Background: an optimization exercise with open tools, aiming at small area. Do not read the settings as production practice.
Only the layout flow was run in this run; the RTL was not checked for function there.

==> run.sh <==
#!/bin/bash
# synth_recipe.tcl (not shown) runs the flow's synth.tcl, then flattens the netlist and writes it again
# the make line also repeats each setting of config.mk as NAME=value (left out here)
make -C /OpenROAD-flow-scripts/flow DESIGN_CONFIG=/design/flow/config.mk WORK_HOME=/design/flow/orfs CLKGATE_MAP_FILE= SYNTH_SCRIPT=/design/flow/synth_recipe.tcl finish
==> config.mk <==
export PLATFORM = sky130hd
export DESIGN_NAME = dsp_top
export DESIGN_NICKNAME = dsp_top
export VERILOG_FILES = /design/flow/design.v
export SDC_FILE = /design/flow/constraint.sdc
export NUM_CORES = 4
export LEC_CHECK = 0
export CAP_MARGIN = 20
export CORE_MARGIN = 2
export CORE_UTILIZATION = 40
export SLEW_MARGIN = 20
==> constraint.sdc <==
create_clock -name core_clock -period 26.0 [get_ports {clk}]
set_input_delay 5.2000 -clock core_clock [delete_from_list [all_inputs] [get_ports {clk}]]
set_output_delay 5.2000 -clock core_clock [all_outputs]
set_load 0.01 [all_outputs]
==> design.v <==
module dsp_top #(
  parameter DATA_WIDTH = 16,
  parameter COEF_WIDTH = 16,
  parameter MAX_TAPS   = 8,
  parameter IIR_SECTIONS = 2,
  parameter FFT_N      = 8
)(
  input  logic clk,
  input  logic rst_n,
  input  logic [1:0] mode,
  input  logic signed [DATA_WIDTH-1:0] din_real,
  input  logic signed [DATA_WIDTH-1:0] din_imag,
  input  logic                         din_valid,
  output logic                         din_ready,
  output logic signed [DATA_WIDTH-1:0] dout_real,
  output logic signed [DATA_WIDTH-1:0] dout_imag,
  output logic                         dout_valid,
  input  logic                         fir_coeff_wr_en,
  input  logic [$clog2(MAX_TAPS)-1:0]  fir_coeff_index,
  input  logic signed [COEF_WIDTH-1:0] fir_coeff_value,
  input  logic                         iir_coeff_wr_en,
  input  logic [$clog2(IIR_SECTIONS)-1:0] iir_section_index,
  input  logic [2:0]                   iir_coeff_sel,
  input  logic signed [COEF_WIDTH-1:0] iir_coeff_value,
  input  logic start,
  output logic done
);
  logic fir_valid_out;
  logic signed [DATA_WIDTH-1:0] fir_dout;
  fir #(
    .DATA_WIDTH(DATA_WIDTH), .COEF_WIDTH(COEF_WIDTH), .MAX_TAPS(MAX_TAPS)
  ) u_fir (
    .clk(clk), .rst_n(rst_n),
    .din(din_real), .din_valid(din_valid && (mode == 2'd0)),
    .dout(fir_dout), .dout_valid(fir_valid_out),
    .coeff_wr_en(fir_coeff_wr_en), .coeff_index(fir_coeff_index), .coeff_value(fir_coeff_value)
  );
  logic iir_valid_out;
  logic signed [DATA_WIDTH-1:0] iir_dout;
  iir #(
    .DATA_WIDTH(DATA_WIDTH), .COEF_WIDTH(COEF_WIDTH), .NUM_SECTIONS(IIR_SECTIONS)
  ) u_iir (
    .clk(clk), .rst_n(rst_n),
    .din(din_real), .din_valid(din_valid && (mode == 2'd1)),
    .dout(iir_dout), .dout_valid(iir_valid_out),
    .coeff_wr_en(iir_coeff_wr_en), .section_index(iir_section_index),
    .coeff_sel(iir_coeff_sel), .coeff_value(iir_coeff_value)
  );
  logic fft_valid_out;
  logic signed [DATA_WIDTH-1:0] fft_dout_real, fft_dout_imag;
  logic fft_din_ready;
  fft_radix2 #(
    .N(FFT_N), .DATA_WIDTH(DATA_WIDTH), .TWID_WIDTH(COEF_WIDTH)
  ) u_fft (
    .clk(clk), .rst_n(rst_n),
    .din_ready(fft_din_ready),
    .din_real(din_real), .din_imag(din_imag),
    .din_valid(din_valid && (mode == 2'd2)),
    .dout_real(fft_dout_real), .dout_imag(fft_dout_imag),
    .dout_valid(fft_valid_out),
    .start(start), .done(done)
  );
  always_comb begin
    case (mode)
      2'd0: begin
        dout_real  = fir_dout;
        dout_imag  = 0;
        dout_valid = fir_valid_out;
        din_ready  = 1;
      end
      2'd1: begin
        dout_real  = iir_dout;
        dout_imag  = 0;
        dout_valid = iir_valid_out;
        din_ready  = 1;
      end
      2'd2: begin
        dout_real  = fft_dout_real;
        dout_imag  = fft_dout_imag;
        dout_valid = fft_valid_out;
        din_ready  = fft_din_ready; 
      end
      default: begin
        dout_real  = 0;
        dout_imag  = 0;
        dout_valid = 0;
        din_ready  = 0;
      end
    endcase
  end
endmodule
module fir #(
  parameter DATA_WIDTH = 16,
  parameter COEF_WIDTH = 16,
  parameter MAX_TAPS   = 8
)(
  input  logic                      clk,
  input  logic                      rst_n,
  input  logic signed [DATA_WIDTH-1:0] din,
  input  logic                          din_valid,
  output logic                         dout_valid,
  output logic signed [DATA_WIDTH-1:0] dout,
  input  logic                          coeff_wr_en,
  input  logic [$clog2(MAX_TAPS)-1:0]   coeff_index,
  input  logic signed [COEF_WIDTH-1:0]  coeff_value
);
  logic signed [DATA_WIDTH-1:0] shift_reg [0:MAX_TAPS-1];
  logic signed [COEF_WIDTH-1:0] coeffs    [0:MAX_TAPS-1];
  always_ff @(posedge clk or negedge rst_n) begin
    if (!rst_n) begin
      for (int i = 0; i < MAX_TAPS; i++) coeffs[i] <= 0;
    end else if (coeff_wr_en) begin
      coeffs[coeff_index] <= coeff_value;
    end
  end
  logic signed [DATA_WIDTH + COEF_WIDTH - 1:0] acc;
  always_ff @(posedge clk or negedge rst_n) begin
    if (!rst_n) begin
      for (int i = 0; i < MAX_TAPS; i++) shift_reg[i] <= 0;
      dout <= 0;
      dout_valid <= 0;
    end else if (din_valid) begin
      for (int i = MAX_TAPS-1; i > 0; i--)
        shift_reg[i] <= shift_reg[i-1];
      shift_reg[0] <= din;
      acc = 0;
      for (int i = 0; i < MAX_TAPS; i++)
        acc += shift_reg[i] * coeffs[i];
      dout <= acc >>> COEF_WIDTH;  
      dout_valid <= 1;
    end else begin
      dout_valid <= 0;
    end
  end
endmodule
module iir #(
  parameter DATA_WIDTH   = 16,
  parameter COEF_WIDTH   = 16,
  parameter NUM_SECTIONS = 2
)(
  input  logic clk,
  input  logic rst_n,
  input  logic signed [DATA_WIDTH-1:0] din,
  input  logic                         din_valid,
  output logic signed [DATA_WIDTH-1:0] dout,
  output logic                         dout_valid,
  input  logic                         coeff_wr_en,
  input  logic [$clog2(NUM_SECTIONS)-1:0] section_index,
  input  logic [2:0]                   coeff_sel,   
  input  logic signed [COEF_WIDTH-1:0] coeff_value
);
  logic signed [DATA_WIDTH-1:0] x1 [0:NUM_SECTIONS-1];
  logic signed [DATA_WIDTH-1:0] x2 [0:NUM_SECTIONS-1];
  logic signed [DATA_WIDTH-1:0] y1 [0:NUM_SECTIONS-1];
  logic signed [DATA_WIDTH-1:0] y2 [0:NUM_SECTIONS-1];
  logic signed [COEF_WIDTH-1:0] b0 [0:NUM_SECTIONS-1];
  logic signed [COEF_WIDTH-1:0] b1 [0:NUM_SECTIONS-1];
  logic signed [COEF_WIDTH-1:0] b2 [0:NUM_SECTIONS-1];
  logic signed [COEF_WIDTH-1:0] a1 [0:NUM_SECTIONS-1];
  logic signed [COEF_WIDTH-1:0] a2 [0:NUM_SECTIONS-1];
  always_ff @(posedge clk or negedge rst_n) begin
    if (!rst_n) begin
      for (int s = 0; s < NUM_SECTIONS; s++) begin
        b0[s] <= 16'sd4096;
        b1[s] <= 16'sd8192;
        b2[s] <= 16'sd4096;
        a1[s] <= 16'sd8192;
        a2[s] <= 16'sd4096;
      end
    end else if (coeff_wr_en) begin
      case (coeff_sel)
        3'd0: b0[section_index] <= coeff_value;
        3'd1: b1[section_index] <= coeff_value;
        3'd2: b2[section_index] <= coeff_value;
        3'd3: a1[section_index] <= coeff_value;
        3'd4: a2[section_index] <= coeff_value;
        default: ; 
      endcase
    end
  end
  logic signed [DATA_WIDTH-1:0] section_in, section_out;
  logic signed [DATA_WIDTH+COEF_WIDTH-1:0] acc;
  assign dout = section_out;
  always_ff @(posedge clk or negedge rst_n) begin
    if (!rst_n) begin
      for (int s = 0; s < NUM_SECTIONS; s++) begin
        x1[s] <= 0; x2[s] <= 0;
        y1[s] <= 0; y2[s] <= 0;
      end
      dout_valid <= 0;
    end else if (din_valid) begin
      section_in = din;
      for (int s = 0; s < NUM_SECTIONS; s++) begin
        acc =  b0[s] * section_in +
               b1[s] * x1[s] +
               b2[s] * x2[s] -
               a1[s] * y1[s] -
               a2[s] * y2[s];
        section_out = acc >>> COEF_WIDTH;
        x2[s] <= x1[s];
        x1[s] <= section_in;
        y2[s] <= y1[s];
        y1[s] <= section_out;
        section_in = section_out; 
      end
      dout_valid <= 1;
    end else begin
      dout_valid <= 0;
    end
  end
endmodule
module fft_radix2 #(
  parameter N = 8,
  parameter DATA_WIDTH = 16,
  parameter TWID_WIDTH = 16
)(
  input  logic clk,
  input  logic rst_n,
  input  logic signed [DATA_WIDTH-1:0] din_real,
  input  logic signed [DATA_WIDTH-1:0] din_imag,
  input  logic                         din_valid,
  output logic                         din_ready,
  output logic signed [DATA_WIDTH-1:0] dout_real,
  output logic signed [DATA_WIDTH-1:0] dout_imag,
  output logic                         dout_valid,
  input  logic start,
  output logic done
);
  localparam STAGES = $clog2(N);
  logic signed [DATA_WIDTH-1:0] real_buf [0:N-1];
  logic signed [DATA_WIDTH-1:0] imag_buf [0:N-1];
  logic [$clog2(N)-1:0] sample_idx;
  logic [$clog2(N)-1:0] output_idx;
  logic loading, computing, outputting;
  assign din_ready = loading;
  assign dout_real = real_buf[output_idx];
  assign dout_imag = imag_buf[output_idx];
  function automatic [2*TWID_WIDTH-1:0] get_twiddle(input integer k);
    case (k)
      0:       get_twiddle = {16'sh8000,  16'sd0};
      1:       get_twiddle = {16'sd23170, -16'sd23170};
      2:       get_twiddle = {16'sd0,     16'sh8000};
      3:       get_twiddle = {-16'sd23170, -16'sd23170};
      default: get_twiddle = {2*TWID_WIDTH{1'b0}};
    endcase
  endfunction
  typedef enum logic [1:0] {IDLE, LOAD, COMPUTE, OUTPUT} state_t;
  state_t state;
  logic signed [DATA_WIDTH+TWID_WIDTH-1:0] tempr, tempi;
  logic signed [TWID_WIDTH-1:0] wr, wi;
  integer fs, fk, fj, fh, fi1, fi2;
  always_ff @(posedge clk or negedge rst_n) begin
    if (!rst_n) begin
      state <= IDLE;
      sample_idx <= 0;
      output_idx <= 0;
      loading <= 0;
      computing <= 0;
      outputting <= 0;
      done <= 0;
      dout_valid <= 0;
    end else begin
      case (state)
        IDLE: begin
          if (start) begin
            loading <= 1;
            sample_idx <= 0;
            state <= LOAD;
            done <= 0;
          end
        end
        LOAD: begin
          if (din_valid && loading) begin
            real_buf[sample_idx] <= din_real;
            imag_buf[sample_idx] <= din_imag;
            sample_idx <= sample_idx + 1;
            if (sample_idx == N - 1) begin
              loading <= 0;
              state <= COMPUTE;
            end
          end
        end
        COMPUTE: begin
          for (fs = 0; fs < STAGES; fs = fs + 1) begin
            for (fk = 0; fk < N / 2; fk = fk + 1) begin
              fh  = 1 << fs;                           
              fj  = fk % fh;                           
              fi1 = (fk / fh) * (2 * fh) + fj;         
              fi2 = fi1 + fh;                          
              {wr, wi} = get_twiddle(fj << (STAGES - fs - 1));
              tempr = (real_buf[fi2] * wr - imag_buf[fi2] * wi) >>> (TWID_WIDTH - 1);
              tempi = (real_buf[fi2] * wi + imag_buf[fi2] * wr) >>> (TWID_WIDTH - 1);
              real_buf[fi2] <= real_buf[fi1] - tempr;
              imag_buf[fi2] <= imag_buf[fi1] - tempi;
              real_buf[fi1] <= real_buf[fi1] + tempr;
              imag_buf[fi1] <= imag_buf[fi1] + tempi;
            end
          end
          state <= OUTPUT;
          output_idx <= 0;
        end
        OUTPUT: begin
          dout_valid <= 1;
          output_idx <= output_idx + 1;
          if (output_idx == N - 1) begin
            state <= IDLE;
            dout_valid <= 0;
            done <= 1;
          end
        end
      endcase
    end
  end
endmodule
==> results.yml <==
floorplanning:
  die-height_microns: 812
  io_pins: 114
  fp.dieW_microns: 812
  core_sq_um: 650000
  dieArea_sq_um: 660000
  floorplan.initialDensity_pct: 40.2
  num_rows: 296
worst_setup_path:
  rrSetupSlack_ns: 7.28
  rr_startpoint: "u_iir.x1[0][0]"
  critical_path_arrival_ns: 23.60
  cp_max_fo: 13
  cpLargestDelayFamily: "adder cells"
  start_kind: "input port"
  r2r_end: "u_iir.y1[1][15]"
  end_kind: "register"
  slowest_stage: "clkdlybuf4s50_1"
  cpMostUsedCell: "fa_1"
  worstSetupPathType: "in -> reg"
  cp_slowest_stage_delay_ns: 1.26
  cp.required_ns: 26.85
  critical_path_buf_inv_count: 14
  rr_worst_depth: 53
logic_synthesis:
  async_flop_share_pct: 66.5
  synthTopCellsByCount: "inv_1, fa_1, nand2_1, ha_1, and2_1"
  synth_top_area_share_pct: 50.5
  synth_cells: 26700
  ys_types: 92
  synth_flop_cell: "dfrtp_1"
  yosys_warnings: 17
  synth.avg_cell_area_sq_um: 9.78
  synth_seq_area_share_pct: 8.31
  synth_top_area_cell: "fa_1"
  yosys_register_bits: 813
  synthTopCellsByArea: "fa_1, inv_1, ha_1"
  syn_area_sq_um: 261000
  synth_edf_count: 272
  synth.most_common_cell: "inv_1"
layout:
  multiInputGateArea_sq_um: 207000
  nFillCells: 63400
  nNetsFinal: 35300
  area_growth_pct: 5.96
  drive_gt1_share_pct: 4.01
  regArea_sq_um: 21700
  fin_util_pct: 42.6
  final_cells: 35100
  postLayoutCellArea_sq_um: 277000
placement:
  gp_congestion: 0.952
  dp_cells: 34900
  dp_slack_ns: 2.33
  portBuffers: 113
  post_dp_cell_area_sq_um: 273000
  dp_hpwl_mm: 685
timing:
  setup-tns-final_ns: 0
  max_freq_mhz: 44.0
  finalHoldViolCount: 0
  clock_skew_ns: 0.100
  worst_slew_pin_slew_ns: 1.24
  maxSlewViolCount: 0
  grt_setup_unrepaired: "no"
  hold-worst-slack_ns: 0.479
  maxSlewHeadroom_pct: 17.5
  finalCritPeriodShare_pct: 87.5
  final-setup-viol-count: 0
  layout_min_cycle_time_ns: 22.75
  layout_setup_ws_ns: 3.25
clocking:
  cts.sinks: 813
  insertion_delay_ns: 0.98
  numCtsBuffers: 120
  root_buffer: "clkbuf_16"
  post-cts-setup-buffer-count: 0
  htreeDepth: 3
  clockBufferDepth: 4
  clk_pin_slew_ns: 0.06
  cts_hold_buf: 0
  ctsResizeCount: 0
  cts_tree: "built"
global_routing:
  grt_antenna_before_repair: 59
  grt_use_total_pct: 25.4
  grt_pass1_wl_mm: 1260
  overflow: 0
  grt_max_degree: 70
  grt_pass1_vias: 196000
detailed_routing:
  antenna_left: 0
  drc: 0
  viasPerCell: 5.05
  via_count: 177000
  drt_iter0_markers: 13000
  routedWlPerCell_microns: 23.1
  drt_pass1_iterations: 12
  drt-total-wl_mm: 813
run:
  max_cap_viol_count: 0
hold_path:
  hp-class: "reg -> reg"
  hold_end: "u_iir.y1[1][4]"
  holdCritStartpoint: "u_iir.y1[1][4]"
  holdPathStages: 2
status:
  status: "no timing/DRC/antenna violations"
-- cell families after synthesis --
kind of cell | after synthesis | share of synthesized area [%]
multiplexers | 379 | 1.62
XOR/XNOR | 702 | 2.36
other | 1 | 0.00144
flip-flops | 813 | 8.31
buffers and inverters | 8698 | 12.5
AND/OR/NAND/NOR | 6143 | 11.0
adder cells (fa/ha/maj) | 8860 | 61.4
AO/OA/AOI/OAI | 1120 | 2.77
-- worst register-to-register path, delay by kind of cell, from the launching register on --
kind            cells  cell delay [ns]
compound gates     13             3.17
xor+xnor            2             1.05
fa+ha+maj          22            10.85
buf+inv            10             1.14
flops               1             0.74
mux                 1             0.26
simple gates        5             1.50
-- routing by layer --
metal | track usage [%] | routed length [microns]
met5 | 0 | 125
met4 | 7.95 | 30700
met3 | 4.74 | 64300
met2 | 41.2 | 379000
met1 | 34.7 | 339000
-- area by class of cell --
class	count	share of cell area [%]
multi-input combinational	17200	74.8
inverter	7694	10.4
sequential	813	7.85
tap	8642	3.91
timing repair buffer	512	1.49
clock buffer	155	1.20
clock inverter	65	0.254
antenna	37	0.0334
-- cell usage in the layout, fill, tap and decap left out, types with 21 or more instances in the layout --
| master | n |
|---|---|
| inv_1 | 7687 |
| fa_1 | 6594 |
| nand2_1 | 3504 |
| ha_1 | 2263 |
| and2_1 | 1716 |
| xnor2_1 | 555 |
| dfrtp_1 | 529 |
| buf_4 | 397 |
| a21oi_1 | 355 |
| mux2_2 | 345 |
| nor2_1 | 272 |
| edfxtp_1 | 272 |
| nand2b_1 | 232 |
| o21ai_0 | 227 |
| xor2_1 | 137 |
| clkbuf_16 | 125 |
| clkdlybuf4s50_1 | 103 |
| nor2b_1 | 96 |
| a21o_1 | 88 |
| o21bai_1 | 80 |
| nand3_1 | 79 |
| nor3_1 | 71 |
| a31oi_1 | 44 |
| and3_1 | 42 |
| diode_2 | 37 |
| a222oi_1 | 34 |
| o21a_1 | 27 |
| mux2i_1 | 27 |
| a211oi_1 | 26 |
| or2_2 | 22 |
| clkinv_2 | 22 |
| a221oi_1 | 21 |
| clkbuf_1 | 21 |
-- worst max path at each step --
stage / endpoint / start / cells past startpoint / slack, ns
3_3_place_gp: u_iir.y1[1][15] / din_real[3] / 58 / 2.32
5_1_grt: u_iir.section_out[12] / din_real[3] / 58 / 2.38
3_5_place_dp: u_iir.y1[1][15] / din_real[3] / 58 / 2.33
6_report: u_iir.y1[1][15] / din_real[3] / 58 / 3.25
2_1_floorplan: u_iir.y1[1][15] / din_real[4] / 60 / 4.78
4_1_cts: u_iir.y1[1][15] / din_real[3] / 58 / 3.34

## re-timing with driven ports
The results above use ideal ports. As a check the final layout listed here was re-extracted and re-timed, cells and wires unchanged.
Step 1 assumes that a clkbuf_16 drives the clock port and a buf_2 every other input.
Step 2 times the ports against the registers' clock, not the clock port: input delays grow and output delays shrink by t, the midpoint of the rising clock arrivals with the driver on.
Slacks: no drivers / after step 1 / after step 2; pairs: no drivers / after step 1.
shift t [ns]: 1.059
slack for setup (ns): 3.247 / 3.267 / 2.208
worst data-port slew with drivers (ns): 0.32
After both steps this run still meets setup and hold. The setup slack of this run moves by +0.020 ns with the drivers and by -1.039 ns with both steps.
